What follows belongs to an exercise in optimizing a design on an open flow for small area, a short achievable clock period and few clock cycles; a production flow would make more cautious choices. The RTL was checked by simulation tests, not by an equivalence proof against the original design. Power is estimated from default activity; no workload was simulated.

===== design/flow/constraint.sdc =====
create_clock -name core_clock -period 9.5 [get_ports {ck}]
set_input_delay 1.9000 -clock core_clock [delete_from_list [all_inputs] [get_ports {ck}]]
set_output_delay 1.9000 -clock core_clock [all_outputs]
set_load 0.01 [all_outputs]

===== design/flow/flow/run.sh =====
#!/bin/bash
# Standard ORFS layout with two changes: Yosys's early "abc -fast" is skipped so the
# explicit adder tree in the RTL maps straight onto full-adder cells, and port buffers
# use the smallest buffer.
set -euo pipefail
export SYNTH_ARGS="-noabc"
export BUFFER_PORTS_ARGS="-buffer_cell sky130_fd_sc_hd__buf_1"
bash standard.sh > standard.log 2>&1

===== design/flow/config.mk =====
export PLATFORM = sky130hd
export DESIGN_NAME = projeto
export DESIGN_NICKNAME = projeto
export VERILOG_FILES = /design/flow/design.v
export SDC_FILE = /design/flow/constraint.sdc
export NUM_CORES = 4
export LEC_CHECK = 0
export CAP_MARGIN = 20
export CORE_MARGIN = 2
export CORE_UTILIZATION = 60
export CTS_BUF_LIST = sky130_fd_sc_hd__clkbuf_4
export SETUP_SLACK_MARGIN = 3.8
export SLEW_MARGIN = 20

===== design/flow/standard.sh =====
#!/bin/bash
# synth_recipe.tcl (not shown) runs the flow's synth.tcl, then flattens the netlist and writes it again
# the make line also repeats each setting of config.mk as NAME=value (left out here)
make -C /OpenROAD-flow-scripts/flow DESIGN_CONFIG=/design/flow/config.mk WORK_HOME=/design/flow/orfs CLKGATE_MAP_FILE= SYNTH_SCRIPT=/design/flow/synth_recipe.tcl "${@:-finish}"

===== design/flow/design.v =====
module mac(
    input [15:0] m,
    input [15:0] x,
    input [15:0] k,
    output [15:0] ra,
    output [15:0] rb,
    output hi,
    output po,
    output [3:0] pl
);
    wire pp_0_0 = m[0] & x[0];
    wire pp_0_1 = m[0] & x[1];
    wire pp_0_2 = m[0] & x[2];
    wire pp_0_3 = m[0] & x[3];
    wire pp_0_4 = m[0] & x[4];
    wire pp_0_5 = m[0] & x[5];
    wire pp_0_6 = m[0] & x[6];
    wire pp_0_7 = m[0] & x[7];
    wire pp_0_8 = m[0] & x[8];
    wire pp_0_9 = m[0] & x[9];
    wire pp_0_10 = m[0] & x[10];
    wire pp_0_11 = m[0] & x[11];
    wire pp_0_12 = m[0] & x[12];
    wire pp_0_13 = m[0] & x[13];
    wire pp_0_14 = m[0] & x[14];
    wire pp_0_15 = m[0] & x[15];
    wire pp_1_0 = m[1] & x[0];
    wire pp_1_1 = m[1] & x[1];
    wire pp_1_2 = m[1] & x[2];
    wire pp_1_3 = m[1] & x[3];
    wire pp_1_4 = m[1] & x[4];
    wire pp_1_5 = m[1] & x[5];
    wire pp_1_6 = m[1] & x[6];
    wire pp_1_7 = m[1] & x[7];
    wire pp_1_8 = m[1] & x[8];
    wire pp_1_9 = m[1] & x[9];
    wire pp_1_10 = m[1] & x[10];
    wire pp_1_11 = m[1] & x[11];
    wire pp_1_12 = m[1] & x[12];
    wire pp_1_13 = m[1] & x[13];
    wire pp_1_14 = m[1] & x[14];
    wire pp_2_0 = m[2] & x[0];
    wire pp_2_1 = m[2] & x[1];
    wire pp_2_2 = m[2] & x[2];
    wire pp_2_3 = m[2] & x[3];
    wire pp_2_4 = m[2] & x[4];
    wire pp_2_5 = m[2] & x[5];
    wire pp_2_6 = m[2] & x[6];
    wire pp_2_7 = m[2] & x[7];
    wire pp_2_8 = m[2] & x[8];
    wire pp_2_9 = m[2] & x[9];
    wire pp_2_10 = m[2] & x[10];
    wire pp_2_11 = m[2] & x[11];
    wire pp_2_12 = m[2] & x[12];
    wire pp_2_13 = m[2] & x[13];
    wire pp_3_0 = m[3] & x[0];
    wire pp_3_1 = m[3] & x[1];
    wire pp_3_2 = m[3] & x[2];
    wire pp_3_3 = m[3] & x[3];
    wire pp_3_4 = m[3] & x[4];
    wire pp_3_5 = m[3] & x[5];
    wire pp_3_6 = m[3] & x[6];
    wire pp_3_7 = m[3] & x[7];
    wire pp_3_8 = m[3] & x[8];
    wire pp_3_9 = m[3] & x[9];
    wire pp_3_10 = m[3] & x[10];
    wire pp_3_11 = m[3] & x[11];
    wire pp_3_12 = m[3] & x[12];
    wire pp_4_0 = m[4] & x[0];
    wire pp_4_1 = m[4] & x[1];
    wire pp_4_2 = m[4] & x[2];
    wire pp_4_3 = m[4] & x[3];
    wire pp_4_4 = m[4] & x[4];
    wire pp_4_5 = m[4] & x[5];
    wire pp_4_6 = m[4] & x[6];
    wire pp_4_7 = m[4] & x[7];
    wire pp_4_8 = m[4] & x[8];
    wire pp_4_9 = m[4] & x[9];
    wire pp_4_10 = m[4] & x[10];
    wire pp_4_11 = m[4] & x[11];
    wire pp_5_0 = m[5] & x[0];
    wire pp_5_1 = m[5] & x[1];
    wire pp_5_2 = m[5] & x[2];
    wire pp_5_3 = m[5] & x[3];
    wire pp_5_4 = m[5] & x[4];
    wire pp_5_5 = m[5] & x[5];
    wire pp_5_6 = m[5] & x[6];
    wire pp_5_7 = m[5] & x[7];
    wire pp_5_8 = m[5] & x[8];
    wire pp_5_9 = m[5] & x[9];
    wire pp_5_10 = m[5] & x[10];
    wire pp_6_0 = m[6] & x[0];
    wire pp_6_1 = m[6] & x[1];
    wire pp_6_2 = m[6] & x[2];
    wire pp_6_3 = m[6] & x[3];
    wire pp_6_4 = m[6] & x[4];
    wire pp_6_5 = m[6] & x[5];
    wire pp_6_6 = m[6] & x[6];
    wire pp_6_7 = m[6] & x[7];
    wire pp_6_8 = m[6] & x[8];
    wire pp_6_9 = m[6] & x[9];
    wire pp_7_0 = m[7] & x[0];
    wire pp_7_1 = m[7] & x[1];
    wire pp_7_2 = m[7] & x[2];
    wire pp_7_3 = m[7] & x[3];
    wire pp_7_4 = m[7] & x[4];
    wire pp_7_5 = m[7] & x[5];
    wire pp_7_6 = m[7] & x[6];
    wire pp_7_7 = m[7] & x[7];
    wire pp_7_8 = m[7] & x[8];
    wire pp_8_0 = m[8] & x[0];
    wire pp_8_1 = m[8] & x[1];
    wire pp_8_2 = m[8] & x[2];
    wire pp_8_3 = m[8] & x[3];
    wire pp_8_4 = m[8] & x[4];
    wire pp_8_5 = m[8] & x[5];
    wire pp_8_6 = m[8] & x[6];
    wire pp_8_7 = m[8] & x[7];
    wire pp_9_0 = m[9] & x[0];
    wire pp_9_1 = m[9] & x[1];
    wire pp_9_2 = m[9] & x[2];
    wire pp_9_3 = m[9] & x[3];
    wire pp_9_4 = m[9] & x[4];
    wire pp_9_5 = m[9] & x[5];
    wire pp_9_6 = m[9] & x[6];
    wire pp_10_0 = m[10] & x[0];
    wire pp_10_1 = m[10] & x[1];
    wire pp_10_2 = m[10] & x[2];
    wire pp_10_3 = m[10] & x[3];
    wire pp_10_4 = m[10] & x[4];
    wire pp_10_5 = m[10] & x[5];
    wire pp_11_0 = m[11] & x[0];
    wire pp_11_1 = m[11] & x[1];
    wire pp_11_2 = m[11] & x[2];
    wire pp_11_3 = m[11] & x[3];
    wire pp_11_4 = m[11] & x[4];
    wire pp_12_0 = m[12] & x[0];
    wire pp_12_1 = m[12] & x[1];
    wire pp_12_2 = m[12] & x[2];
    wire pp_12_3 = m[12] & x[3];
    wire pp_13_0 = m[13] & x[0];
    wire pp_13_1 = m[13] & x[1];
    wire pp_13_2 = m[13] & x[2];
    wire pp_14_0 = m[14] & x[0];
    wire pp_14_1 = m[14] & x[1];
    wire pp_15_0 = m[15] & x[0];
    wire s1 = k[1] ^ pp_0_1 ^ pp_1_0;
    wire c2 = (k[1] & pp_0_1) | (k[1] & pp_1_0) | (pp_0_1 & pp_1_0);
    wire s3 = k[2] ^ pp_0_2 ^ pp_1_1;
    wire c4 = (k[2] & pp_0_2) | (k[2] & pp_1_1) | (pp_0_2 & pp_1_1);
    wire s5 = pp_2_0 ^ c2 ^ s3;
    wire c6 = (pp_2_0 & c2) | (pp_2_0 & s3) | (c2 & s3);
    wire s7 = k[3] ^ pp_0_3 ^ pp_1_2;
    wire c8 = (k[3] & pp_0_3) | (k[3] & pp_1_2) | (pp_0_3 & pp_1_2);
    wire s9 = pp_2_1 ^ pp_3_0 ^ c4;
    wire c10 = (pp_2_1 & pp_3_0) | (pp_2_1 & c4) | (pp_3_0 & c4);
    wire s11 = s7 ^ c6 ^ s9;
    wire c12 = (s7 & c6) | (s7 & s9) | (c6 & s9);
    wire s13 = k[4] ^ pp_0_4 ^ pp_1_3;
    wire c14 = (k[4] & pp_0_4) | (k[4] & pp_1_3) | (pp_0_4 & pp_1_3);
    wire s15 = pp_2_2 ^ pp_3_1 ^ pp_4_0;
    wire c16 = (pp_2_2 & pp_3_1) | (pp_2_2 & pp_4_0) | (pp_3_1 & pp_4_0);
    wire s17 = c8 ^ s13 ^ s15;
    wire c18 = (c8 & s13) | (c8 & s15) | (s13 & s15);
    wire s19 = c10 ^ s17 ^ c12;
    wire c20 = (c10 & s17) | (c10 & c12) | (s17 & c12);
    wire s21 = k[5] ^ pp_0_5 ^ pp_1_4;
    wire c22 = (k[5] & pp_0_5) | (k[5] & pp_1_4) | (pp_0_5 & pp_1_4);
    wire s23 = pp_2_3 ^ pp_3_2 ^ pp_4_1;
    wire c24 = (pp_2_3 & pp_3_2) | (pp_2_3 & pp_4_1) | (pp_3_2 & pp_4_1);
    wire s25 = pp_5_0 ^ c14 ^ c16;
    wire c26 = (pp_5_0 & c14) | (pp_5_0 & c16) | (c14 & c16);
    wire s27 = s21 ^ s23 ^ c18;
    wire c28 = (s21 & s23) | (s21 & c18) | (s23 & c18);
    wire s29 = s25 ^ s27 ^ c20;
    wire c30 = (s25 & s27) | (s25 & c20) | (s27 & c20);
    wire s31 = k[6] ^ pp_0_6 ^ pp_1_5;
    wire c32 = (k[6] & pp_0_6) | (k[6] & pp_1_5) | (pp_0_6 & pp_1_5);
    wire s33 = pp_2_4 ^ pp_3_3 ^ pp_4_2;
    wire c34 = (pp_2_4 & pp_3_3) | (pp_2_4 & pp_4_2) | (pp_3_3 & pp_4_2);
    wire s35 = pp_5_1 ^ pp_6_0 ^ c22;
    wire c36 = (pp_5_1 & pp_6_0) | (pp_5_1 & c22) | (pp_6_0 & c22);
    wire s37 = c24 ^ s31 ^ s33;
    wire c38 = (c24 & s31) | (c24 & s33) | (s31 & s33);
    wire s39 = c26 ^ s35 ^ s37;
    wire c40 = (c26 & s35) | (c26 & s37) | (s35 & s37);
    wire s41 = c28 ^ s39;
    wire c42 = c28 & s39;
    wire s43 = k[7] ^ pp_0_7 ^ pp_1_6;
    wire c44 = (k[7] & pp_0_7) | (k[7] & pp_1_6) | (pp_0_7 & pp_1_6);
    wire s45 = pp_2_5 ^ pp_3_4 ^ pp_4_3;
    wire c46 = (pp_2_5 & pp_3_4) | (pp_2_5 & pp_4_3) | (pp_3_4 & pp_4_3);
    wire s47 = pp_5_2 ^ pp_6_1 ^ pp_7_0;
    wire c48 = (pp_5_2 & pp_6_1) | (pp_5_2 & pp_7_0) | (pp_6_1 & pp_7_0);
    wire s49 = c32 ^ c34 ^ s43;
    wire c50 = (c32 & c34) | (c32 & s43) | (c34 & s43);
    wire s51 = s45 ^ s47 ^ c36;
    wire c52 = (s45 & s47) | (s45 & c36) | (s47 & c36);
    wire s53 = c38 ^ s49 ^ s51;
    wire c54 = (c38 & s49) | (c38 & s51) | (s49 & s51);
    wire s55 = c40 ^ c42 ^ s53;
    wire c56 = (c40 & c42) | (c40 & s53) | (c42 & s53);
    wire s57 = k[8] ^ pp_0_8 ^ pp_1_7;
    wire c58 = (k[8] & pp_0_8) | (k[8] & pp_1_7) | (pp_0_8 & pp_1_7);
    wire s59 = pp_2_6 ^ pp_3_5 ^ pp_4_4;
    wire c60 = (pp_2_6 & pp_3_5) | (pp_2_6 & pp_4_4) | (pp_3_5 & pp_4_4);
    wire s61 = pp_5_3 ^ pp_6_2 ^ pp_7_1;
    wire c62 = (pp_5_3 & pp_6_2) | (pp_5_3 & pp_7_1) | (pp_6_2 & pp_7_1);
    wire s63 = pp_8_0 ^ c44 ^ c46;
    wire c64 = (pp_8_0 & c44) | (pp_8_0 & c46) | (c44 & c46);
    wire s65 = c48 ^ s57 ^ s59;
    wire c66 = (c48 & s57) | (c48 & s59) | (s57 & s59);
    wire s67 = s61 ^ c50 ^ s63;
    wire c68 = (s61 & c50) | (s61 & s63) | (c50 & s63);
    wire s69 = s65 ^ c52 ^ s67;
    wire c70 = (s65 & c52) | (s65 & s67) | (c52 & s67);
    wire s71 = c54 ^ s69 ^ c56;
    wire c72 = (c54 & s69) | (c54 & c56) | (s69 & c56);
    wire s73 = k[9] ^ pp_0_9 ^ pp_1_8;
    wire c74 = (k[9] & pp_0_9) | (k[9] & pp_1_8) | (pp_0_9 & pp_1_8);
    wire s75 = pp_2_7 ^ pp_3_6 ^ pp_4_5;
    wire c76 = (pp_2_7 & pp_3_6) | (pp_2_7 & pp_4_5) | (pp_3_6 & pp_4_5);
    wire s77 = pp_5_4 ^ pp_6_3 ^ pp_7_2;
    wire c78 = (pp_5_4 & pp_6_3) | (pp_5_4 & pp_7_2) | (pp_6_3 & pp_7_2);
    wire s79 = pp_8_1 ^ pp_9_0 ^ c58;
    wire c80 = (pp_8_1 & pp_9_0) | (pp_8_1 & c58) | (pp_9_0 & c58);
    wire s81 = c60 ^ c62 ^ s73;
    wire c82 = (c60 & c62) | (c60 & s73) | (c62 & s73);
    wire s83 = s75 ^ s77 ^ c64;
    wire c84 = (s75 & s77) | (s75 & c64) | (s77 & c64);
    wire s85 = c66 ^ s79 ^ s81;
    wire c86 = (c66 & s79) | (c66 & s81) | (s79 & s81);
    wire s87 = c68 ^ s83 ^ s85;
    wire c88 = (c68 & s83) | (c68 & s85) | (s83 & s85);
    wire s89 = c70 ^ s87;
    wire c90 = c70 & s87;
    wire s91 = k[10] ^ pp_0_10 ^ pp_10_0;
    wire c92 = (k[10] & pp_0_10) | (k[10] & pp_10_0) | (pp_0_10 & pp_10_0);
    wire s93 = pp_1_9 ^ pp_2_8 ^ pp_3_7;
    wire c94 = (pp_1_9 & pp_2_8) | (pp_1_9 & pp_3_7) | (pp_2_8 & pp_3_7);
    wire s95 = pp_4_6 ^ pp_5_5 ^ pp_6_4;
    wire c96 = (pp_4_6 & pp_5_5) | (pp_4_6 & pp_6_4) | (pp_5_5 & pp_6_4);
    wire s97 = pp_7_3 ^ pp_8_2 ^ pp_9_1;
    wire c98 = (pp_7_3 & pp_8_2) | (pp_7_3 & pp_9_1) | (pp_8_2 & pp_9_1);
    wire s99 = c74 ^ c76 ^ c78;
    wire c100 = (c74 & c76) | (c74 & c78) | (c76 & c78);
    wire s101 = s91 ^ s93 ^ s95;
    wire c102 = (s91 & s93) | (s91 & s95) | (s93 & s95);
    wire s103 = s97 ^ c80 ^ c82;
    wire c104 = (s97 & c80) | (s97 & c82) | (c80 & c82);
    wire s105 = s99 ^ s101 ^ c84;
    wire c106 = (s99 & s101) | (s99 & c84) | (s101 & c84);
    wire s107 = c86 ^ s103 ^ s105;
    wire c108 = (c86 & s103) | (c86 & s105) | (s103 & s105);
    wire s109 = c88 ^ c90 ^ s107;
    wire c110 = (c88 & c90) | (c88 & s107) | (c90 & s107);
    wire s111 = k[11] ^ pp_0_11 ^ pp_10_1;
    wire c112 = (k[11] & pp_0_11) | (k[11] & pp_10_1) | (pp_0_11 & pp_10_1);
    wire s113 = pp_11_0 ^ pp_1_10 ^ pp_2_9;
    wire c114 = (pp_11_0 & pp_1_10) | (pp_11_0 & pp_2_9) | (pp_1_10 & pp_2_9);
    wire s115 = pp_3_8 ^ pp_4_7 ^ pp_5_6;
    wire c116 = (pp_3_8 & pp_4_7) | (pp_3_8 & pp_5_6) | (pp_4_7 & pp_5_6);
    wire s117 = pp_6_5 ^ pp_7_4 ^ pp_8_3;
    wire c118 = (pp_6_5 & pp_7_4) | (pp_6_5 & pp_8_3) | (pp_7_4 & pp_8_3);
    wire s119 = pp_9_2 ^ c92 ^ c94;
    wire c120 = (pp_9_2 & c92) | (pp_9_2 & c94) | (c92 & c94);
    wire s121 = c96 ^ c98 ^ s111;
    wire c122 = (c96 & c98) | (c96 & s111) | (c98 & s111);
    wire s123 = s113 ^ s115 ^ s117;
    wire c124 = (s113 & s115) | (s113 & s117) | (s115 & s117);
    wire s125 = c100 ^ c102 ^ s119;
    wire c126 = (c100 & c102) | (c100 & s119) | (c102 & s119);
    wire s127 = s121 ^ s123 ^ c104;
    wire c128 = (s121 & s123) | (s121 & c104) | (s123 & c104);
    wire s129 = s125 ^ c106 ^ s127;
    wire c130 = (s125 & c106) | (s125 & s127) | (c106 & s127);
    wire s131 = c108 ^ s129 ^ c110;
    wire c132 = (c108 & s129) | (c108 & c110) | (s129 & c110);
    wire s133 = k[12] ^ pp_0_12 ^ pp_10_2;
    wire c134 = (k[12] & pp_0_12) | (k[12] & pp_10_2) | (pp_0_12 & pp_10_2);
    wire s135 = pp_11_1 ^ pp_12_0 ^ pp_1_11;
    wire c136 = (pp_11_1 & pp_12_0) | (pp_11_1 & pp_1_11) | (pp_12_0 & pp_1_11);
    wire s137 = pp_2_10 ^ pp_3_9 ^ pp_4_8;
    wire c138 = (pp_2_10 & pp_3_9) | (pp_2_10 & pp_4_8) | (pp_3_9 & pp_4_8);
    wire s139 = pp_5_7 ^ pp_6_6 ^ pp_7_5;
    wire c140 = (pp_5_7 & pp_6_6) | (pp_5_7 & pp_7_5) | (pp_6_6 & pp_7_5);
    wire s141 = pp_8_4 ^ pp_9_3 ^ c112;
    wire c142 = (pp_8_4 & pp_9_3) | (pp_8_4 & c112) | (pp_9_3 & c112);
    wire s143 = c114 ^ c116 ^ c118;
    wire c144 = (c114 & c116) | (c114 & c118) | (c116 & c118);
    wire s145 = s133 ^ s135 ^ s137;
    wire c146 = (s133 & s135) | (s133 & s137) | (s135 & s137);
    wire s147 = s139 ^ c120 ^ c122;
    wire c148 = (s139 & c120) | (s139 & c122) | (c120 & c122);
    wire s149 = c124 ^ s141 ^ s143;
    wire c150 = (c124 & s141) | (c124 & s143) | (s141 & s143);
    wire s151 = s145 ^ c126 ^ s147;
    wire c152 = (s145 & c126) | (s145 & s147) | (c126 & s147);
    wire s153 = s149 ^ c128 ^ s151;
    wire c154 = (s149 & c128) | (s149 & s151) | (c128 & s151);
    wire s155 = c130 ^ s153;
    wire c156 = c130 & s153;
    wire s157 = k[13] ^ pp_0_13 ^ pp_10_3;
    wire c158 = (k[13] & pp_0_13) | (k[13] & pp_10_3) | (pp_0_13 & pp_10_3);
    wire s159 = pp_11_2 ^ pp_12_1 ^ pp_13_0;
    wire c160 = (pp_11_2 & pp_12_1) | (pp_11_2 & pp_13_0) | (pp_12_1 & pp_13_0);
    wire s161 = pp_1_12 ^ pp_2_11 ^ pp_3_10;
    wire c162 = (pp_1_12 & pp_2_11) | (pp_1_12 & pp_3_10) | (pp_2_11 & pp_3_10);
    wire s163 = pp_4_9 ^ pp_5_8 ^ pp_6_7;
    wire c164 = (pp_4_9 & pp_5_8) | (pp_4_9 & pp_6_7) | (pp_5_8 & pp_6_7);
    wire s165 = pp_7_6 ^ pp_8_5 ^ pp_9_4;
    wire c166 = (pp_7_6 & pp_8_5) | (pp_7_6 & pp_9_4) | (pp_8_5 & pp_9_4);
    wire s167 = c134 ^ c136 ^ c138;
    wire c168 = (c134 & c136) | (c134 & c138) | (c136 & c138);
    wire s169 = c140 ^ s157 ^ s159;
    wire c170 = (c140 & s157) | (c140 & s159) | (s157 & s159);
    wire s171 = s161 ^ s163 ^ s165;
    wire c172 = (s161 & s163) | (s161 & s165) | (s163 & s165);
    wire s173 = c142 ^ c144 ^ c146;
    wire c174 = (c142 & c144) | (c142 & c146) | (c144 & c146);
    wire s175 = s167 ^ s169 ^ s171;
    wire c176 = (s167 & s169) | (s167 & s171) | (s169 & s171);
    wire s177 = c148 ^ c150 ^ s173;
    wire c178 = (c148 & c150) | (c148 & s173) | (c150 & s173);
    wire s179 = s175 ^ c152 ^ s177;
    wire c180 = (s175 & c152) | (s175 & s177) | (c152 & s177);
    wire s181 = c154 ^ s179 ^ c156;
    wire c182 = (c154 & s179) | (c154 & c156) | (s179 & c156);
    wire s183 = k[14] ^ pp_0_14 ^ pp_10_4;
    wire c184 = (k[14] & pp_0_14) | (k[14] & pp_10_4) | (pp_0_14 & pp_10_4);
    wire s185 = pp_11_3 ^ pp_12_2 ^ pp_13_1;
    wire c186 = (pp_11_3 & pp_12_2) | (pp_11_3 & pp_13_1) | (pp_12_2 & pp_13_1);
    wire s187 = pp_14_0 ^ pp_1_13 ^ pp_2_12;
    wire c188 = (pp_14_0 & pp_1_13) | (pp_14_0 & pp_2_12) | (pp_1_13 & pp_2_12);
    wire s189 = pp_3_11 ^ pp_4_10 ^ pp_5_9;
    wire c190 = (pp_3_11 & pp_4_10) | (pp_3_11 & pp_5_9) | (pp_4_10 & pp_5_9);
    wire s191 = pp_6_8 ^ pp_7_7 ^ pp_8_6;
    wire c192 = (pp_6_8 & pp_7_7) | (pp_6_8 & pp_8_6) | (pp_7_7 & pp_8_6);
    wire s193 = pp_9_5 ^ c158 ^ c160;
    wire c194 = (pp_9_5 & c158) | (pp_9_5 & c160) | (c158 & c160);
    wire s195 = c162 ^ c164 ^ c166;
    wire c196 = (c162 & c164) | (c162 & c166) | (c164 & c166);
    wire s197 = s183 ^ s185 ^ s187;
    wire c198 = (s183 & s185) | (s183 & s187) | (s185 & s187);
    wire s199 = s189 ^ s191 ^ c168;
    wire c200 = (s189 & s191) | (s189 & c168) | (s191 & c168);
    wire s201 = c170 ^ c172 ^ s193;
    wire c202 = (c170 & c172) | (c170 & s193) | (c172 & s193);
    wire s203 = s195 ^ s197 ^ c174;
    wire c204 = (s195 & s197) | (s195 & c174) | (s197 & c174);
    wire s205 = s199 ^ c176 ^ s201;
    wire c206 = (s199 & c176) | (s199 & s201) | (c176 & s201);
    wire s207 = c178 ^ s203 ^ s205;
    wire c208 = (c178 & s203) | (c178 & s205) | (s203 & s205);
    wire s209 = c180 ^ s207;
    wire c210 = c180 & s207;
    wire s211 = k[15] ^ pp_0_15 ^ pp_10_5;
    wire c212 = (k[15] & pp_0_15) | (k[15] & pp_10_5) | (pp_0_15 & pp_10_5);
    wire s213 = pp_11_4 ^ pp_12_3 ^ pp_13_2;
    wire c214 = (pp_11_4 & pp_12_3) | (pp_11_4 & pp_13_2) | (pp_12_3 & pp_13_2);
    wire s215 = pp_14_1 ^ pp_15_0 ^ pp_1_14;
    wire c216 = (pp_14_1 & pp_15_0) | (pp_14_1 & pp_1_14) | (pp_15_0 & pp_1_14);
    wire s217 = pp_2_13 ^ pp_3_12 ^ pp_4_11;
    wire c218 = (pp_2_13 & pp_3_12) | (pp_2_13 & pp_4_11) | (pp_3_12 & pp_4_11);
    wire s219 = pp_5_10 ^ pp_6_9 ^ pp_7_8;
    wire c220 = (pp_5_10 & pp_6_9) | (pp_5_10 & pp_7_8) | (pp_6_9 & pp_7_8);
    wire s221 = pp_8_7 ^ pp_9_6 ^ c184;
    wire c222 = (pp_8_7 & pp_9_6) | (pp_8_7 & c184) | (pp_9_6 & c184);
    wire s223 = c186 ^ c188 ^ c190;
    wire c224 = (c186 & c188) | (c186 & c190) | (c188 & c190);
    wire s225 = c192 ^ s211 ^ s213;
    wire c226 = (c192 & s211) | (c192 & s213) | (s211 & s213);
    wire s227 = s215 ^ s217 ^ s219;
    wire c228 = (s215 & s217) | (s215 & s219) | (s217 & s219);
    wire s229 = c194 ^ c196 ^ c198;
    wire c230 = (c194 & c196) | (c194 & c198) | (c196 & c198);
    wire s231 = s221 ^ s223 ^ s225;
    wire c232 = (s221 & s223) | (s221 & s225) | (s223 & s225);
    wire s233 = s227 ^ c200 ^ c202;
    wire c234 = (s227 & c200) | (s227 & c202) | (c200 & c202);
    wire s235 = s229 ^ s231 ^ c204;
    wire c236 = (s229 & s231) | (s229 & c204) | (s231 & c204);
    wire s237 = c206 ^ s233 ^ s235;
    wire c238 = (c206 & s233) | (c206 & s235) | (s233 & s235);
    wire s239 = c208 ^ c210 ^ s237;
    wire c240 = (c208 & c210) | (c208 & s237) | (c210 & s237);
    assign ra = {s239, s209, s181, s155, s131, s109, s89, s71, s55, s41, s29, s19, s11, s5, s1, k[0]};
    assign rb = {1'b0, c182, 1'b0, c132, 1'b0, 1'b0, c72, 1'b0, 1'b0, c30, 1'b0, 1'b0, 1'b0, 1'b0, 1'b0, pp_0_0};
    assign hi = (m[1] & (|x[15:15])) | (m[2] & (|x[15:14])) | (m[3] & (|x[15:13])) | (m[4] & (|x[15:12])) | (m[5] & (|x[15:11])) | (m[6] & (|x[15:10])) | (m[7] & (|x[15:9])) | (m[8] & (|x[15:8])) | (m[9] & (|x[15:7])) | (m[10] & (|x[15:6])) | (m[11] & (|x[15:5])) | (m[12] & (|x[15:4])) | (m[13] & (|x[15:3])) | (m[14] & (|x[15:2])) | (m[15] & (|x[15:1]));
    assign po = c212 | c214 | c216 | c218 | c220 | c222 | c224 | c226 | c228;
    assign pl = {c230 | c232, c234 | c236, c238, c240};
endmodule
module projeto(
    input ck,
    input inicio,
    input rst,
    input [15:0] X,
    input [15:0] A,
    input [15:0] B,
    input [15:0] C,
    output pronto,
    output overflow,
    output [15:0] resultado
);
    reg busy, pr, ov, qh;
    reg [15:0] qa, qb;
    reg [3:0] ql;
    wire [16:0] v = qa + qb;
    wire vo = ov | qh | (|ql) | v[16];
    wire [15:0] m = busy ? v[15:0] : A;
    wire [15:0] k = busy ? C : B;
    wire [15:0] ra, rb;
    wire [3:0] pl;
    wire hi, po;
    mac u(.m(m), .x(X), .k(k), .ra(ra), .rb(rb), .hi(hi), .po(po), .pl(pl));
    always @(posedge ck) begin
        qa <= ra;
        qb <= rb;
        qh <= hi;
        ql <= pl;
        ov <= po | (busy & vo);
        if (rst) begin
            busy <= 1'b0;
            pr   <= 1'b0;
        end else begin
            busy <= ~busy & inicio;
            pr   <= busy;
        end
    end
    assign pronto = pr;
    assign resultado = v[15:0];
    assign overflow = vo;
endmodule

==> impl_results.md, run 1 <==
* Global-route wire length before repair at about 21000 µm
* Max Cap Violations at 0
* CP Capture Type: register
* Min Tclk post-route at 5580 ps
* Clk_skew at 2.89 ps
* Setup slack after layout at just under 4000 ps
* Post-layout util at 0.682
* Number of global-route vias before repair at 3919
* Most Used Layer, Global Route: met2
* Hold Path Class: register to register
* WL/cell at roughly 21 µm
* Initial DRC count at approximately 180
* Mapped Avg Cell Area at between 10 and 15 µm²
* IO Port Bufs at 84
* CP Class: input port to register
* Sink Count at 29
* Final setup viols at 0
* GR Layer Usage met1 at 0.437
* Layout cells sized above 1 at 0.114
* Unrepaired setup endpoints after global routing: false
* Area grow syn2layout at 9.81%
* Starting Density at 0.621
* Core area at ~8200 µm²
* Top-area cell type share of the netlist area at 0.455
* Die width at 96.2 µm
* Fillers at 671
* Actual slew at the worst max-slew pin at 703 ps
* Antenna-violating nets left at 0
* Yosys Warn Count at 1
* H-tree Lvls at 2
* Placed Cells at 636
* Via density at ~5.9
* Cts bufs inserted at 5
* Die Ht at 96.2 µm
* Final hold violations at 0
* Synth area leaders: fa_1 46%, nor2b_1 12%, dfxtp_1 11%, mux2_2 4.4%, and2_1 3.8%
* Pre-CTS WS at 3140 ps
* Slew Limit Fails at 0
* CP required at 9790 ps
* Drt drc at 0
* Ys flop type: dfxtp_1
* TritonCTS clock tree: built
* Area leader, netlist: fa_1
* Mapped cell area at 5100 µm²
* Fin cells at 649
* Max VDD drop at 0.351 mV
* Multi-input gate area at 4350 µm²
* FFs w/ async S/R, synth at 0
* HPWL Detailed at slightly above 10000 µm
* Clock transition at path regs at 100 ps
* Pwr Density at 317 nW/µm²
* Grt met2 use at 0.557
* Die ar. at 9250 µm²
* Initial antenna violation count at 0
* Max Root-Sink Buffers at 2
* Post-synthesis sequential area ratio at 0.114
* Outcome: complete, no violations
* Startpoint class of the critical path: input port
* Root Driver: clkbuf_4
* Row Count at 33
* Period utilisation layout at 0.587
* Relative slew margins at 0.531
* Leakage at 2.25 nW
* Final GP Congestion at 0.880
* Routed WL at about 14000 µm
* GRT overflow at 0
* Nets at approximately 740
* Tot GR Track Use at 0.323
* 1st-pass router iterations at 7
* Met3 Use GR at 0.0368
* Setup tns final at 0 ps
* Post-synth net total at 670
* FF/Latch Area at 582 µm²
* Synth Instances at about 480
* Io pins at 85
* Post-synth EDFFs at 0
* Hold slack at 595 ps
* Via count at 3820
* Crit path max fanout at 10
* F_max at 0.179 GHz
* CTS Hold Bufs at 0
* Register bit total from synthesis at 29
* Pin count of the biggest net entering global routing at 26
* Antenna Cells at 0
* CP arrival at slightly below 6000 ps
* Netlist cell types at 47
* Clock latency on the worst-skew pair at 340 ps
## worst max-delay path, stage by stage
cell and delay, ps:
buf_1 460, nor2b_1 280, fa_1 450, fa_2 410, fa_1 480, fa_1 400, fa_1 510, fa_1 440
fa_1 530
## path summary, 6_finish.rpt
check,start,depth (start not counted),slack [ps],endpoint
worst max-delay path,X[8],9,3920,qa[15]
worst min-delay path,ov,4,600,ov
worst max register to register,qa[0],14,4010,qa[15]
worst min register to register,ov,4,600,ov
## registers in the layout, summed over array words and instances (netlist names)
register,flops
busy,1
qh,1
pr,1
ql,4
ov,1
qa,16
qb,5
## power breakdown
part           leakage (nW)  switching, mW  internal (mW)
sequential            0.244         0.0462          0.215
combinational          1.97          0.780          0.656
clock                0.0310         0.0484         0.0278
## kinds of logic after synthesis
group,after synthesis,share of synthesized area
and+or+nand+nor,195,0.228
adders and majority gates,126,0.480
muxes,27,0.0579
xor gates and xnor gates,11,0.0189
buffers and inverters,47,0.0471
AOI/OAI and AO/OA,42,0.0542
DFF,29,0.114
## per-stage QoR
step / area (µm²) / power, mW
2_1_floorplan: 5140 / 1.36
3_3_place_gp: 5440 / 1.65
3_5_place_dp: 5440 / 1.69
4_1_cts: 5550 / 1.79
5_1_grt: 5600 / 2.00
6_report: 5600 / 1.77
## placed cells by master (no fill, tap or decap), drive strengths merged, types with 3 or more instances in the layout
cell	instances
mux2	20
mux2i	7
a211oi	4
ha	10
xor2	3
dfxtp	29
nand2	12
nand3	6
nor2b	98
nor4	3
a21oi	7
nor2	22
a31oi	4
buf	97
or3	6
o21ai	10
and2	32
clkbuf	7
xnor2	8
inv	7
o211ai	3
fa	116
## final cells by class
| class | count | area share |
|---|---|---|
| Clock inverter | 3 | 0.00313 |
| Tap cell | 105 | 0.0235 |
| Inverter | 7 | 0.00469 |
| Timing Repair Buffer | 99 | 0.0813 |
| Clock buffer | 5 | 0.00670 |
| Sequential cell | 29 | 0.104 |
| Multi-Input combinational cell | 401 | 0.777 |
## cells in the mapped netlist (4+ instances only)
library cell    n
nand2_1        12
a211oi_1        4
mux2_2         20
inv_1           7
dfxtp_1        29
o21ai_0        10
xnor2_1         8
mux2i_1         7
nor2b_1        98
a21oi_1         7
or3_1           6
buf_4          16
and2_1         31
clkbuf_1       20
fa_1          116
nor2_1         22
a31oi_1         4
ha_1           10
nand3_1         6
## routing by layer
metal | up-vias | routed length [µm]
li1 | 1668 | -
met1 | 1959 | 5460
met4 | 0 | 279
met5 | - | 0
met3 | 24 | 837
met2 | 169 | 7170
## timing repair
action	4_1_cts	5_1_grt
pin swaps	1	0
cloned	0	0
setup endpoints to repair	6	6
gates resized for setup	5	5
hold endpoints to repair	0	0
buffers inserted	2	3
Testbench counts, summed over its fixed seeds: cycles 4,800.
==> run 2: changes to the inputs <==
--- a/design/flow/config.mk
+++ b/design/flow/config.mk
@@ -7,7 +7,7 @@
 export LEC_CHECK = 0
 export CAP_MARGIN = 20
 export CORE_MARGIN = 2
-export CORE_UTILIZATION = 60
+export CORE_UTILIZATION = 70
 export CTS_BUF_LIST = sky130_fd_sc_hd__clkbuf_4
 export SETUP_SLACK_MARGIN = 3.8
 export SLEW_MARGIN = 20
==> run 2 against run 1 <==
  * Still clean
  * Routed wire length down 0.79%
  * Power is 1.8% higher
  * Sequential cell count unchanged
  * Utilization is 10 points higher
  * Die area is 14% lower
  * Combinational power is essentially flat
  * Clock power shrank 1%
  * Sequential power about the same
  * Via count increased by 2.1%
  * Global-route usage increased by 4.0 points
  * Clock skew up 15 ps
  * Maximum frequency is 0.26% lower
  * Largest power group unchanged
  * Highest routed layer unchanged
==> impl_results.md, run 2 <==
* Outcome: complete, no violations
* Multi-input gate area at 4360 µm²
* F_max at 0.179 GHz
* Drt drc at 0
* Nets at between 700 and 800
* Initial antenna violation count at 0
* Clk_skew at 17.4 ps
* Fillers at roughly 520
* Clock latency on the worst-skew pair at between 300 and 400 ps
* Area grow syn2layout at 9.47%
* Die width at roughly 90 µm
* CP Capture Type: register
* Design Area, Final at 5580 µm²
* Internal Power at 0.910 mW
* Min Tclk post-route at 5600 ps
* Netlist cell types at 47
* Max VDD drop at 0.348 mV
* Global-route wire length before repair at 20800 µm
* Period utilisation layout at 0.589
* Unrepaired setup endpoints after global routing: false
* Leakage at roughly 2.2 nW
* CTS Hold Bufs at 0
* Routed WL at roughly 14000 µm
* Area leader, netlist: fa_1
* Post-synth net total at 670
* Layout cells sized above 1 at 0.122
* Commonest cells after routing, fill and taps aside: 114 x fa_1, 97 x nor2b_1, 80 x buf_1, 32 x and2_1, 28 x dfxtp_1
* Seq pwr share at 0.145
* Startpoint class of the critical path: input port
* Core area at 7140 µm²
* Yosys Warn Count at 1
* Setup tns final at 0 ps
* Max Root-Sink Buffers at 2
* Final setup viols at 0
* Largest regs: qa x16, qb x5, ql x4
* Crit path max fanout at 5
* Max Cap Violations at 0
* Total Power at 1.80 mW
* Clock transition at path regs at 100 ps
* Antenna Cells at 0
* Tot GR Track Use at 0.362
* Root Driver: clkbuf_4
* Cell with the most instances after synthesis: fa_1
* Commonest non-fill, non-tap cell in the layout: fa_1
* Io pins at 85
* CP required at 9720 ps
* IO Port Bufs at 84
* CP Launch Point: A[10]
* Xor/xnor share of the synthesized area at 0.0189
* Row Count at 31
* Hold Startpoint: ov
* Post-Synth Adder-Cell Area at 0.480
* Simple-Gate Fraction of Synth Area at 0.228
* Comb pwr share at 0.813
* Fin cells at 642
* Top-area cell type share of the netlist area at 0.455
* Clock network power share at 0.042
* GRT overflow at 0
* WL/cell at around 21 µm
* Mapped cell area at 5100 µm²
* Via density at 6.07
* Post-synthesis sequential area ratio at 0.114
* Register bit total from synthesis at 29
* Synth Instances at 477
* Placed instance area at approximately 5400 µm²
* Main combinational cell family by area after synthesis: adder cells
* Slew Limit Fails at 0
* Biggest register: qa
* CP arrival at 5820 ps
* FF/Latch Area at just under 600 µm²
* TritonCTS clock tree: built
* Mux cell area share after synthesis at 0.0579
* Initial DRC count at 255
* Final hold violations at 0
* Die ar. at 7980 µm²
* List of most frequent post-synthesis cells: 116 x fa_1, 98 x nor2b_1, 31 x and2_1, 29 x dfxtp_1, 22 x nor2_1
* Via count at 3900
* Pre-CTS WS at a little over 3000 ps
* Pin count of the biggest net entering global routing at 25
* Max FFs per register at 16
* Number of global-route vias before repair at 4012
* Die Ht at around 90 µm
* Hold Path Class: register to register
* Compound-Gate Fraction of Synth Area at 0.0542
* Post-synth EDFFs at 0
* 1st-pass router iterations at 5
* Synth area leaders: fa_1 46%, nor2b_1 12%, dfxtp_1 11%, mux2_2 4.4%, and2_1 3.8%
* H-tree Lvls at 2
* Switching share of power at 0.495
* Starting Density at 0.715
* Sink Count at 29
* Placed Cells at 628
* R2r startpoint: qa[0]
* Relative slew margins at 0.461
* Cts bufs inserted at 5
* FFs w/ async S/R, synth at 0
* Mapped Avg Cell Area at between 10 and 15 µm²
* Setup slack after layout at around 3900 ps
* Final GP Congestion at 0.864
* CP Class: input port to register
* Antenna-violating nets left at 0
* Actual slew at the worst max-slew pin at 808 ps
* Sw Pwr at 0.894 mW
* HPWL Detailed at just over 10000 µm
* Ys flop type: dfxtp_1
* Pwr Density at 323 nW/µm²
run 2: cell counts after synthesis:
No cell type changed its count.
run 2: worst max-delay path, stage by stage:
cell and delay (ps):
buf_1 70, inv_1 50, o221ai_2 210, a211oi_4 50
buf_4 190, buf_4 150, nor2b_1 160, fa_1 460
fa_1 430, fa_1 480, fa_1 520, fa_1 490
ha_1 230, fa_1 440
run 2: path summary, 6_finish.rpt:
path / slack [ps] / cells past startpoint / to
hold / removal: 580 / 4 / ov
setup reg to reg: 4030 / 14 / qa[15]
hold reg to reg: 580 / 4 / ov
setup / recovery: 3900 / 14 / qa[15]
run 2: kinds of logic (layout without fill, tap and decap cells):
| logic type | Yosys count | in the layout |
|---|---|---|
| adders and majority gates | 126 | 126 |
| xor gates and xnor gates | 11 | 11 |
| muxes | 27 | 27 |
| buffers and inverters | 47 | 113 |
| AOI/OAI and AO/OA | 42 | 42 |
| and+or+nand+nor | 195 | 195 |
| DFF | 29 | 29 |
run 2: power groups by stage:
stage | Combinational (mW) | Clock [mW] | Sequential, mW
after floorplan | 1.12 | 0 | 0.240
after global placement | 1.37 | 0 | 0.260
after detailed placement | 1.44 | 0 | 0.261
after CTS | 1.47 | 0.0761 | 0.259
after global routing | 1.66 | 0.0821 | 0.266
final | 1.47 | 0.0754 | 0.261
run 2: per-layer routing:
layer | track usage | up-vias | routed length, µm
li1 | - | 1659 | -
met2 | 0.626 | 225 | 7100
met4 | 0.126 | 0 | 495
met5 | 0 | - | 0
met3 | 0.0729 | 43 | 1020
met1 | 0.457 | 1973 | 5020
run 2: timing repair:
item / CTS / global route
pin swaps: 1 / 0
setup endpoints to repair: 6 / 3
hold endpoints to repair: 0 / 0
gates resized for setup: 7 / 9
setup buffers: 6 / 0
run 2: area by class of cell:
type	count	share of cell area
clock buffers	5	0.00672
clock inverters	3	0.00314
flip-flops and latches	29	0.104
inverters	7	0.00471
repair buffers	98	0.0784
well taps	99	0.0222
multi-input cells	401	0.781
run 2: stage by stage:
step	utilization	hold slack, ps
after global routing	0.782	632
after detailed placement	0.758	554
after CTS	0.779	576
final	0.782	584
after global placement	0.758	551
after floorplan	-	584
==> run 3: changes to the inputs <==
==> design/flow/config.mk (replaced) <==
export PLATFORM = sky130hd
export DESIGN_NAME = projeto
export DESIGN_NICKNAME = projeto
export VERILOG_FILES = /design/flow/design.v
export SDC_FILE = /design/flow/constraint.sdc
export NUM_CORES = 4
export LEC_CHECK = 0
export CAP_MARGIN = 0
export CORE_MARGIN = 2
export CORE_UTILIZATION = 40
export SETUP_SLACK_MARGIN = 3.8
export SLEW_MARGIN = 0
==> run 3 against run 2 <==
  * Critical path depth is 1 lower
  * Area after synthesis stayed put
  * Clock skew is 9.9 ps lower
  * Global-route usage is 14 points lower
  * Sequential power hardly changed
  * Clock power is 120% higher
  * Highest routed layer unchanged
==> impl_results.md, run 3 <==
* Antenna Cells at 0
* Max Root-Sink Buffers at 2
* Antenna-violating nets left at 0
* CP required at around 9700 ps
* Largest regs: qa x16, qb x5, ql x4
* Via density at 5.24
* Routed WL at 13900 µm
* Placed instance area at 5500 µm²
* Simple-Gate Fraction of Synth Area at 0.228
* Xor/xnor share of the synthesized area at 0.0189
* Area grow syn2layout at 13.6%
* Grt met2 use at 0.376
* Max FFs per register at 16
* Cts bufs inserted at 5
* Outcome: complete, no violations
* TritonCTS clock tree: built
* Clock transition at path regs at about 50 ps
* Placed Cells at 700
* Number of global-route vias before repair at 4063
* Starting Density at 0.407
* Final GP Congestion at 0.815
* Clock latency on the worst-skew pair at 280 ps
* Setup slack after layout at 3890 ps
* Design Area, Final at 5800 µm²
* R2r startpoint: qa[0]
* Compound-Gate Fraction of Synth Area at 0.0542
* Initial DRC count at 188
* Mapped cell area at 5100 µm²
* Leakage at ~2.3 nW
* Netlist cell types at 47
* Fin cells at 716
* R2R cell count at 14
* Yosys Warn Count at 1
* Global-route wire length before repair at 22100 µm
* Met3 Use GR at 0.0530
* Final setup viols at 0
* Clk_skew at 7.55 ps
* Post-synth EDFFs at 0
* Max Cap Violations at 0
* Commonest non-fill, non-tap cell in the layout: fa_1
* Crit path max fanout at 7
* Hold Path Class: register to register
* WHS Path Cells at 4
* Reg2reg setup slack at 4040 ps
* Actual slew at the worst max-slew pin at 697 ps
* Core area at 12500 µm²
* Top-area cell type share of the netlist area at 0.455
* 1st-pass router iterations at 5
* Hold Startpoint: qh
* Synth Instances at 477
* Via count at 3753
* Pre-CTS WS at between 3000 and 4000 ps
* Io pins at 85
* CP Launch Point: A[10]
* F_max at ~0.18 GHz
* Reg-to-reg endpoint: qa[15]
* Root Driver: clkbuf_16
* List of most frequent post-synthesis cells: 116 x fa_1, 98 x nor2b_1, 31 x and2_1, 29 x dfxtp_1, 22 x nor2_1
* Nets at 736
* Post-Synth Adder-Cell Area at 0.480
* Commonest cells after routing, fill and taps aside: 113 x fa_1, 98 x nor2b_1, 77 x buf_1, 31 x and2_1, 28 x dfxtp_1
* IO Port Bufs at between 80 and 90
* FFs w/ async S/R, synth at 0
* Startpoint class of the critical path: input port
* Relative slew margins at 0.535
* Initial antenna violation count at 0
* Slew Limit Fails at 0
* Endpoint, Worst Hold: ov
* Ys flop type: dfxtp_1
* Cell with the most instances after synthesis: fa_1
* CP Class: input port to register
* Layout cells sized above 1 at 0.132
* Mux cell area share after synthesis at 0.0579
* Pin count of the biggest net entering global routing at 27
* Synth area leaders: fa_1 46%, nor2b_1 12%, dfxtp_1 11%, mux2_2 4.4%, and2_1 3.8%
* Row Count at 41
* Die Ht at around 120 µm
* Die width at about 120 µm
* Setup tns final at 0 ps
* Die ar. at roughly 14000 µm²
* Area leader, netlist: fa_1
* CTS Hold Bufs at 0
* Mapped Avg Cell Area at 10.7 µm²
* Most Used Layer, Global Route: met2
* HPWL Detailed at 10800 µm
* Register bit total from synthesis at 29
* Drt drc at 0
* Post-synthesis sequential area ratio at 0.114
* Biggest register: qa
* Final hold violations at 0
* CP Capture Type: register
* Min Tclk post-route at 5610 ps
* GRT overflow at 0
* WL/cell at 19.4 µm
* Unrepaired setup endpoints after global routing: true
* Post-synth net total at 670
* Pwr Density at 326 nW/µm²
* Max VDD drop at 0.287 mV
* Main combinational cell family by area after synthesis: adder cells
* Sink Count at 29
* H-tree Lvls at 2
* CP arrival at 5770 ps
* GR Layer Usage met1 at 0.288
* Period utilisation layout at 0.591
* Tot GR Track Use at 0.220
run 3: through the flow:
stage | hold slack [ps] | utilization | power, mW
after floorplan | 584 | - | 1.36
after global placement | 568 | 0.439 | 1.67
after detailed placement | 561 | 0.439 | 1.71
after CTS | 573 | 0.459 | 1.91
after global routing | 601 | 0.463 | 2.13
final | 566 | 0.463 | 1.89
run 3: cells by family after synthesis:
logic type	Yosys count
compound gates	42
xor+xnor	11
fa+ha+maj	126
buf+inv	47
flops	29
mux	27
simple gates	195
run 3: routing by layer:
layer | wire (µm) | part of all wire
met4 | 167 | 0.012
met5 | 0 | 0
met3 | 868 | 0.062
met2 | 7120 | 0.51
met1 | 5770 | 0.41
run 3: what timing repair did:
| action | CTS | global route |
|---|---|---|
| setup buffers | 4 | 3 |
| endpoints found under the setup margin | 7 | 4 |
| gates cloned | 0 | 1 |
| pin swaps | 1 | 2 |
| hold endpoints to repair | 0 | 0 |
| gates resized for setup | 9 | 11 |
run 3: layout make-up:
class,instances,area [µm²]
inverter,7,26.3
tap,172,215
multi-input combinational,402,4370
timing repair buffer,98,442
sequential,29,582
clock buffer,7,153
fill,1229,6720
clock inverter,1,5.00
run 3: how the worst max path moves through the flow:
stage                   to  slack (ps)  cells after the start
global route        qa[15]        3790                     13
CTS                 qa[15]        3810                      9
global placement    qa[15]        3200                     12
finish              qa[15]        3890                     13
floorplan           qa[15]        3790                     11
detailed placement  qa[15]        3130                     12
run 3: power breakdown:
group	leakage, nW	switching, mW	internal, mW
registers	0.244	0.0486	0.215
clock network	0.0799	0.0576	0.111
logic	1.98	0.791	0.669
total	2.30	0.897	0.995
run 3: worst max-delay path, stage by stage:
cell	delay (ps)
buf_1	70
inv_1	60
o221ai_2	120
a211oi_4	270
buf_12	160
nor2b_1	60
fa_1	490
fa_2	360
fa_1	450
fa_1	390
fa_1	520
fa_1	440
fa_1	480
==> run 4: changes to the inputs <==
--- a/design/flow/config.mk
+++ b/design/flow/config.mk
@@ -5,8 +5,8 @@
 export SDC_FILE = /design/flow/constraint.sdc
 export NUM_CORES = 4
 export LEC_CHECK = 0
-export CAP_MARGIN = 0
+export CAP_MARGIN = 20
 export CORE_MARGIN = 2
 export CORE_UTILIZATION = 40
 export SETUP_SLACK_MARGIN = 3.8
-export SLEW_MARGIN = 0
+export SLEW_MARGIN = 20
==> run 4 against run 3 <==
  * Critical path type unchanged
  * Sequential cell count is the same
  * Still clean on timing, DRC and antenna
  * Maximum frequency unchanged
  * Sequential share of layout area unchanged
  * Clock skew unchanged
  * Largest power group unchanged
  * Via count unchanged
  * Critical path depth unchanged
  * Clock power barely moved
  * Global-route usage is the same
  * First-iteration DRC count stayed put
  * Synthesized cell count unchanged
==> impl_results.md, run 4 <==
* Top-area cell type share of the netlist area at 0.455
* WL/cell at around 19 µm
* Fillers at 1229
* Setup slack after layout at 3890 ps
* Pin count of the biggest net entering global routing at 27
* Antenna Cells at 0
* Largest regs: qa x16, qb x5, ql x4
* Clk_skew at roughly 7.5 ps
* Via density at 5.24
* Via count at between 3000 and 4000
* Commonest non-fill, non-tap cell in the layout: fa_1
* Unrepaired setup endpoints after global routing: true
* CP Class: input port to register
* Global-route wire length before repair at between 20000 and 25000 µm
* Mapped Avg Cell Area at 10.7 µm²
* Post-synth net total at 670
* Period utilisation layout at 0.591
* Die Ht at roughly 120 µm
* Seq pwr share at 0.140
* FFs w/ async S/R, synth at 0
* Worst path cell trace: buf_1 > inv_1 > o221ai_2 > a211oi_4 > buf_12 > nor2b_1 > fa_1 > fa_2 > fa_1 > fa_1 > fa_1 > fa_1 > fa_1
* Final setup viols at 0
* Hold slack at 566 ps
* Die ar. at approximately 14000 µm²
* Internal Power at approximately 1 mW
* Switching share of power at 0.474
* List of most frequent post-synthesis cells: 116 x fa_1, 98 x nor2b_1, 31 x and2_1, 29 x dfxtp_1, 22 x nor2_1
* Core area at 12500 µm²
* Tot GR Track Use at 0.220
* Sink Count at 29
* Synth area leaders: fa_1 46%, nor2b_1 12%, dfxtp_1 11%, mux2_2 4.4%, and2_1 3.8%
* Min Tclk post-route at 5610 ps
* Io pins at 85
* GRT overflow at 0
* Mapped cell area at 5100 µm²
* Slew Limit Fails at 0
* CP arrival at about 5800 ps
* 1st-pass router iterations at 5
* CP max stage cell: fa_1
* F_max at roughly 0.18 GHz
* Antenna-violating nets left at 0
* Post-synth EDFFs at 0
* CP Capture Type: register
* H-tree Lvls at 2
* Comb pwr share at 0.771
* Sw Pwr at 0.897 mW
* Ys flop type: dfxtp_1
* Post-layout util at 0.463
* Clock network power share at 0.089
* Pre-CTS WS at 3130 ps
* Max VDD drop at 0.287 mV
* Yosys Warn Count at 1
* Biggest register: qa
* Fin cells at 716
* Starting Density at 0.407
* Initial antenna violation count at 0
* Routed WL at 13900 µm
* Crit path max fanout at 7
* Actual slew at the worst max-slew pin at 697 ps
* HPWL Detailed at roughly 11000 µm
* Synth Instances at ~480
* TritonCTS clock tree: built
* Setup tns final at 0 ps
* Final GP Congestion at 0.815
* Post-synthesis sequential area ratio at 0.114
* Placed Cells at 700
* CP top delay family: adder cells
* Max incr delay on CP at approximately 520 ps
* Outcome: complete, no violations
* Max Root-Sink Buffers at 2
* Leakage at 2.30 nW
* Root Driver: clkbuf_16
* Register bit total from synthesis at 29
* Cell with the most instances after synthesis: fa_1
* Initial DRC count at about 190
* Row Count at 41
* Final hold violations at 0
* Clock transition at path regs at roughly 50 ps
* Area grow syn2layout at 13.6%
* Hold Path Class: register to register
* Die width at 117 µm
* Startpoint class of the critical path: input port
* IO Port Bufs at 84
* Netlist cell types at 47
* Drt drc at 0
* Relative slew margins at 0.535
* Most common cell on crit path: fa_1
* Layout cells sized above 1 at 0.132
* Commonest cells after routing, fill and taps aside: 113 x fa_1, 98 x nor2b_1, 77 x buf_1, 31 x and2_1, 28 x dfxtp_1
* Clock latency on the worst-skew pair at 280 ps
* Buffer and inverter count on the worst path at 3
* Area leader, netlist: fa_1
* Nets at 736
* Number of global-route vias before repair at between 4000 and 5000
* Max Cap Violations at 0
* Pwr Density at 326 nW/µm²
* Max FFs per register at 16
* Cts bufs inserted at 5
* CP required at 9660 ps
run 4: cell counts after synthesis:
Identical to the previous run, type by type.
run 4: metal layers:
metal | GRT usage | vias up | part of all wire
met5 | 0 | - | 0
met4 | 0.0416 | 0 | 0.012
met3 | 0.0530 | 16 | 0.062
met2 | 0.376 | 129 | 0.51
met1 | 0.288 | 1941 | 0.41
li1 | - | 1667 | -
run 4: area by class of cell:
cell class | instances | area (µm²) | area share
Sequential cell | 29 | 582 | 0.100
Tap cell | 172 | 215 | 0.0371
Multi-Input combinational cell | 402 | 4370 | 0.755
Clock inverter | 1 | 5.00 | 0.000864
Clock buffer | 7 | 153 | 0.0263
Inverter | 7 | 26.3 | 0.00453
Timing Repair Buffer | 98 | 442 | 0.0762
run 4: worst paths after layout:
| kind | startpoint | to | slack [ps] | cells after the start |
|---|---|---|---|---|
| hold / removal | qh | ov | 570 | 4 |
| hold reg to reg | qh | ov | 570 | 4 |
| setup reg to reg | qa[0] | qa[15] | 4040 | 14 |
| setup / recovery | A[10] | qa[15] | 3890 | 13 |
run 4: metrics by stage:
| stage | instance area [µm²] | power, mW |
|---|---|---|
| 6_report | 5800 | 1.89 |
| 3_3_place_gp | 5500 | 1.67 |
| 4_1_cts | 5740 | 1.91 |
| 3_5_place_dp | 5500 | 1.71 |
| 5_1_grt | 5800 | 2.13 |
| 2_1_floorplan | 5140 | 1.36 |
run 4: power groups by stage:
stage / logic (mW) / registers (mW) / clock network, mW
4_1_cts: 1.48 / 0.263 / 0.171
5_1_grt: 1.68 / 0.268 / 0.178
3_5_place_dp: 1.44 / 0.265 / 0
3_3_place_gp: 1.40 / 0.264 / 0
6_report: 1.46 / 0.264 / 0.168
2_1_floorplan: 1.12 / 0.240 / 0
run 4: kinds of logic (layout without fill, tap and decap cells):
logic type      after synthesis  in the layout  share of synthesized area
compound gates               42             42                     0.0542
xor+xnor                     11             11                     0.0189
fa+ha+maj                   126            126                      0.480
buf+inv                      47            113                     0.0471
flops                        29             29                      0.114
mux                          27             27                     0.0579
simple gates                195            196                      0.228
run 4: worst min-delay path: stages (launching register included):
cell and delay, ps:
dfxtp_1 300, nor2_1 30, nand3_1 70, nand2_1 60, nand4_1 60
run 4: repair_timing:
action,CTS,global route
endpoints found under the setup margin,7,4
buffers inserted,4,3
gates cloned,0,1
resized for setup,9,11
hold buffers,0,0
pin swaps,1,2
==> run 5: changes to the inputs <==
--- a/design/flow/config.mk
+++ b/design/flow/config.mk
@@ -7,6 +7,7 @@
 export LEC_CHECK = 0
 export CAP_MARGIN = 20
 export CORE_MARGIN = 2
-export CORE_UTILIZATION = 40
+export CORE_UTILIZATION = 60
+export CTS_BUF_LIST = sky130_fd_sc_hd__clkbuf_8
 export SETUP_SLACK_MARGIN = 3.8
 export SLEW_MARGIN = 20
==> run 5 against run 4 <==
  * Still clean on timing, DRC and antenna
  * Routed wire length fell by 1.1%
  * Sequential power barely moved
  * Maximum frequency rose by 0.30%
  * Worst setup slack improved by 17 ps
  * Sequential cell count did not move
  * Via count rose by 2.1%
  * Cell count fell by 9.1%
  * Utilization rose by 23 points
  * Sequential share of layout area rose by 0.25 points
  * Area after synthesis did not move
  * Combinational power barely moved
  * Synthesized cell count did not move
  * Critical path type unchanged
  * Largest power group unchanged
==> impl_results.md, run 5 <==
* Outcome: complete, no violations
* Final hold violations at 0
* Startpoint class of the critical path: input port
* Top Metal Used: met4
* Post-layout util at 0.688
* Nets at 738
* Unrepaired setup endpoints after global routing: false
* Final GP Congestion at a little under 0.9
* Initial DRC count at 251
* HPWL Detailed at around 10000 µm
* Max Cap Violations at 0
* 1st-pass router iterations at 4
* CTS Hold Bufs at 0
* Register bit total from synthesis at 29
* Sink Count at 29
* Starting Density at 0.621
* Post-synthesis sequential area ratio at 0.114
* Clock transition at path regs at roughly 70 ps
* F_max at 0.179 GHz
* Mapped cell area at 5100 µm²
* Drt drc at 0
* WL/cell at 21.2 µm
* Via density at 5.88
* Synth area leaders: fa_1 46%, nor2b_1 12%, dfxtp_1 11%, mux2_2 4.4%, and2_1 3.8%
* Area leader, netlist: fa_1
* Hold slack at 595 ps
* Reg2reg setup slack at between 4000 and 5000 ps
* Fillers at 668
* Die ar. at around 9300 µm²
* Slew Limit Fails at 0
* Met1 WL at 5340 µm
* CP Capture Type: register
* Top-area cell type share of the netlist area at 0.455
* Area grow syn2layout at 10.9%
* Cts bufs inserted at 5
* Layout cells sized above 1 at 0.125
* Io pins at 85
* Max FFs per register at 16
* Multi-input gate area at 4360 µm²
* Total Power at 1.80 mW
* H-tree Lvls at 2
* Clock latency on the worst-skew pair at between 200 and 300 ps
* R2r startpoint: qa[0]
* Relative slew margins at 0.527
* Final setup viols at 0
* Antenna Cells at 0
* FFs w/ async S/R, synth at 0
* Tot GR Track Use at 0.324
* Ys flop type: dfxtp_1
* Die Ht at 96.2 µm
* Post-synth EDFFs at 0
* WHS Path Cells at 4
* Global-route wire length before repair at 21500 µm
* Max VDD drop at 0.352 mV
* Via count at around 3800
* Die width at 96.2 µm
* Reg-to-reg endpoint: qa[15]
* Largest regs: qa x16, qb x5, ql x4
* Antenna-violating nets left at 0
* Crit path to: qa[15]
* Max Root-Sink Buffers at 2
* Cell with the most instances after synthesis: fa_1
* WL met3 at 998 µm
* Number of global-route vias before repair at 3970
* CP Launch Point: X[6]
* Period utilisation layout at 0.589
* Pwr Density at 319 nW/µm²
* Pre-CTS WS at 3140 ps
* CP arrival at 5770 ps
* Commonest cells after routing, fill and taps aside: 114 x fa_1, 97 x nor2b_1, 80 x buf_1, 32 x and2_1, 28 x dfxtp_1
* Yosys Warn Count at 1
* CP Class: input port to register
* Hold Path Class: register to register
* Mapped Avg Cell Area at 10.7 µm²
* Pin count of the biggest net entering global routing at 26
* Post-synth net total at 670
* Root Driver: clkbuf_8
* Netlist cell types at 47
* Min Tclk post-route at 5600 ps
* CP required at 9670 ps
* Row Count at 33
* Setup slack after layout at 3900 ps
* GRT overflow at 0
* TritonCTS clock tree: built
* Leakage at 2.27 nW
* Actual slew at the worst max-slew pin at 710 ps
* Routed WL at 13800 µm
* Synth Instances at roughly 480
* Clk_skew at about 3.4 ps
* List of most frequent post-synthesis cells: 116 x fa_1, 98 x nor2b_1, 31 x and2_1, 29 x dfxtp_1, 22 x nor2_1
* Setup tns final at 0 ps
* Crit path max fanout at 11
* Core area at between 8000 and 9000 µm²
* FF/Latch Area at 582 µm²
* Initial antenna violation count at 0
* Met2 WL at ~7100 µm
* Biggest register: qa
* IO Port Bufs at 84
* R2R cell count at 14
* Commonest non-fill, non-tap cell in the layout: fa_1
run 5: cell families after synthesis:
| kind of cell | Yosys count | share of synthesized area |
|---|---|---|
| AOI/OAI and AO/OA | 42 | 0.0542 |
| xor gates and xnor gates | 11 | 0.0189 |
| adders and majority gates | 126 | 0.480 |
| buffers and inverters | 47 | 0.0471 |
| DFF | 29 | 0.114 |
| muxes | 27 | 0.0579 |
| and+or+nand+nor | 195 | 0.228 |
run 5: worst min path at each step:
stage	start	end	slack, ps
3_3_place_gp	ov	ov	570
5_1_grt	ov	ov	640
3_5_place_dp	qh	ov	580
6_report	ov	ov	600
4_1_cts	ov	ov	590
2_1_floorplan	qh	ov	580
run 5: stage by stage:
stage               instance area, µm²  std cells
finish                            5650        651
CTS                               5610        649
global placement                  5440        636
global route                      5650        651
floorplan                         5140        477
detailed placement                5440        636
run 5: worst max-delay path, cell delays in order:
cell and delay [ps]:
buf_1 530, nor2b_1 240, fa_1 460, fa_1 460, fa_1 490, fa_1 520
fa_1 490, ha_1 230, fa_1 440
run 5: timing repair:
action,in CTS,in global routing
endpoints found under the setup margin,6,4
hold endpoints to repair,0,0
pin swaps,1,2
buffers inserted,5,2
resized for setup,5,9
run 5: power by group:
part	total, mW	internal, mW	switching [mW]
registers	0.262	0.215	0.0466
logic	1.44	0.659	0.781
clock network	0.102	0.0504	0.0519
total	1.80	0.924	0.880
run 5: layout make-up:
| cell class | instances | area share |
|---|---|---|
| well taps | 105 | 0.0232 |
| repair buffers | 101 | 0.0836 |
| flip-flops and latches | 29 | 0.103 |
| multi-input cells | 401 | 0.770 |
| inverters | 7 | 0.00465 |
| clock inverters | 3 | 0.00310 |
| clock buffers | 5 | 0.0122 |
run 5: layer usage:
layer / track usage / vias to the layer above
li1: - / 1673
met1: 0.427 / 1962
met2: 0.553 / 167
met3: 0.0595 / 29
met4: 0.0821 / 0
met5: 0 / -
==> run 6: changes to the inputs <==
--- a/design/flow/config.mk
+++ b/design/flow/config.mk
@@ -8,6 +8,6 @@
 export CAP_MARGIN = 20
 export CORE_MARGIN = 2
 export CORE_UTILIZATION = 60
-export CTS_BUF_LIST = sky130_fd_sc_hd__clkbuf_8
-export SETUP_SLACK_MARGIN = 3.8
+export CTS_BUF_LIST = sky130_fd_sc_hd__clkbuf_4
+export SETUP_SLACK_MARGIN = 4.0
 export SLEW_MARGIN = 20
==> run 6 against run 5 <==
  * Die area stayed put
  * Clock power hardly changed
  * Count of clock-buffer cells in the layout is 1 higher
  * Sequential power hardly changed
  * Routed wire length is 1.3% lower
  * Critical path type unchanged
  * Critical endpoint unchanged
==> impl_results.md, run 6 <==
* Outcome: complete, no violations
* CP Class: input port to register
* Antenna Cells at 0
* Max VDD drop at 0.323 mV
* Die width at just under 100 µm
* Clock latency on the worst-skew pair at 330 ps
* Clk_skew at 17.6 ps
* GRT overflow at 0
* WL/cell at 20.6 µm
* Period utilisation layout at 0.576
* Row Count at 33
* Drt drc at 0
* Routed WL at 13600 µm
* Mapped cell area at 5100 µm²
* Commonest non-fill, non-tap cell in the layout: fa_1
* Pin count of the biggest net entering global routing at 47
* Final hold violations at 0
* Max incr delay on CP at 530 ps
* Initial antenna violation count at 0
* Largest regs: qa x16, qb x5, ql x4
* FFs w/ async S/R, synth at 0
* Setup slack after layout at 4030 ps
* Actual slew at the worst max-slew pin at 747 ps
* Max Root-Sink Buffers at 2
* Ys flop type: dfxtp_1
* F_max at approximately 0.18 GHz
* Total Power at 1.88 mW
* Crit path max fanout at 7
* Unrepaired setup endpoints after global routing: true
* H-tree Lvls at 2
* Final GP Congestion at 0.877
* Nets at 746
* Design Area, Final at just under 6000 µm²
* CP required at 9710 ps
* Most common cell on crit path: fa_1
* Leakage at 2.34 nW
* Pre-CTS WS at 3240 ps
* CP Capture Type: register
* HPWL Detailed at 10100 µm
* Tot GR Track Use at 0.317
* Biggest register: qa
* Antenna-violating nets left at 0
* Hold slack at 601 ps
* Commonest cells after routing, fill and taps aside: 102 x fa_1, 93 x nor2b_1, 75 x buf_1, 30 x and2_1, 28 x dfxtp_1
* Post-synthesis sequential area ratio at 0.114
* Cell with the most instances after synthesis: fa_1
* Post-synth EDFFs at 0
* CP max stage cell: fa_1
* Area leader, netlist: fa_1
* Yosys Warn Count at 1
* Die Ht at 96.2 µm
* Via count at 3862
* Netlist cell types at 47
* Layout cells sized above 1 at 0.190
* Root Driver: clkbuf_4
* Register bit total from synthesis at 29
* Global-route wire length before repair at between 20000 and 25000 µm
* Placed Cells at 628
* Sink Count at 29
* TritonCTS clock tree: built
* Setup tns final at 0 ps
* Max Cap Violations at 0
* Relative slew margins at 0.502
* Via density at around 5.9
* Fin cells at ~660
* Pwr Density at approximately 320 nW/µm²
* Worst path cell trace: buf_8 > clkinv_8 > o221ai_4 > a211oi_4 > buf_12 > nor2b_4 > fa_1 > fa_2 > fa_2 > fa_2 > fa_1 > fa_1 > fa_1
* Post-layout util at 0.720
* Clock transition at path regs at approximately 100 ps
* 1st-pass router iterations at 5
* IO Port Bufs at 84
* Starting Density at 0.621
* Io pins at 85
* Max FFs per register at 16
* Synth Instances at 477
* Area grow syn2layout at 15.9%
* List of most frequent post-synthesis cells: 116 x fa_1, 98 x nor2b_1, 31 x and2_1, 29 x dfxtp_1, 22 x nor2_1
* Fillers at roughly 640
* CTS Hold Bufs at 0
* Initial DRC count at 286
* Hold Path Class: register to register
* Startpoint class of the critical path: input port
* Final setup viols at 0
* Mapped Avg Cell Area at around 11 µm²
* Slew Limit Fails at 0
* Cts bufs inserted at 5
* Post-synth net total at 670
* CP arrival at 5680 ps
* Synth area leaders: fa_1 46%, nor2b_1 12%, dfxtp_1 11%, mux2_2 4.4%, and2_1 3.8%
* Top-area cell type share of the netlist area at 0.455
* Die ar. at 9250 µm²
* Placed instance area at 5470 µm²
* Number of global-route vias before repair at 3944
* Core area at 8220 µm²
* Min Tclk post-route at about 5500 ps
-- run 6: cell counts after synthesis --
Identical to the previous run, type by type.
-- run 6: timing repair --
item	4_1_cts	5_1_grt
setup buffers	19	3
setup endpoints to repair	8	6
cloned	0	1
gates resized for setup	9	30
pin swaps	1	14
-- run 6: power breakdown --
group | internal [mW] | leakage (nW) | switching [mW] | total (mW)
Combinational | 0.705 | 2.05 | 0.812 | 1.52
Clock | 0.0577 | 0.0433 | 0.0446 | 0.102
Sequential | 0.215 | 0.244 | 0.0450 | 0.260
Total | 0.978 | 2.34 | 0.901 | 1.88
-- run 6: layout make-up --
cell class	count	area (µm²)	share of cell area
inverters	7	38.8	0.00656
well taps	105	131	0.0222
clock buffers	6	45.0	0.00762
clock inverters	2	33.8	0.00571
multi-input cells	402	4510	0.764
repair buffers	108	567	0.0959
flip-flops and latches	29	582	0.0984
-- run 6: final timing paths --
path,from,endpoint,slack [ps],cells past startpoint
setup / recovery,A[10],qa[15],4030,13
setup reg to reg,qa[0],qa[15],4170,14
hold reg to reg,ov,ov,600,4
hold / removal,ov,ov,600,4
-- run 6: worst max-delay path, delay by kind of cell --
family / cells / cell delay [ps]
buffers and inverters: 3 / 320
AND/OR/NAND/NOR: 1 / 40
AO/OA/AOI/OAI: 2 / 370
adder cells (fa/ha/maj): 7 / 3050
-- run 6: kinds of logic (layout without fill, tap and decap cells) --
family | Yosys count | in the layout | share of synthesized area
buffers and inverters | 47 | 123 | 0.0471
AO/OA/AOI/OAI | 42 | 42 | 0.0542
XOR/XNOR | 11 | 11 | 0.0189
flip-flops | 29 | 29 | 0.114
multiplexers | 27 | 27 | 0.0579
AND/OR/NAND/NOR | 195 | 196 | 0.228
adder cells (fa/ha/maj) | 126 | 126 | 0.480
-- run 6: per-layer routing --
metal  global-route usage  wire length [µm]  vias to the layer above
li1                     -                 -                     1690
met1                0.419              5510                     1987
met2                0.538              6830                      158
met3               0.0697               893                       27
met4               0.0738               371                        0
met5                    0                 0                        -

Re-timed with assumed drivers on the ports (clkbuf_16 on the clock, buf_2 on other inputs), run 6 has 4.007 ns of setup slack against 4.029 ns with ideal ports, and 3.661 ns once port delays also move by the mid clock arrival of 0.346 ns.
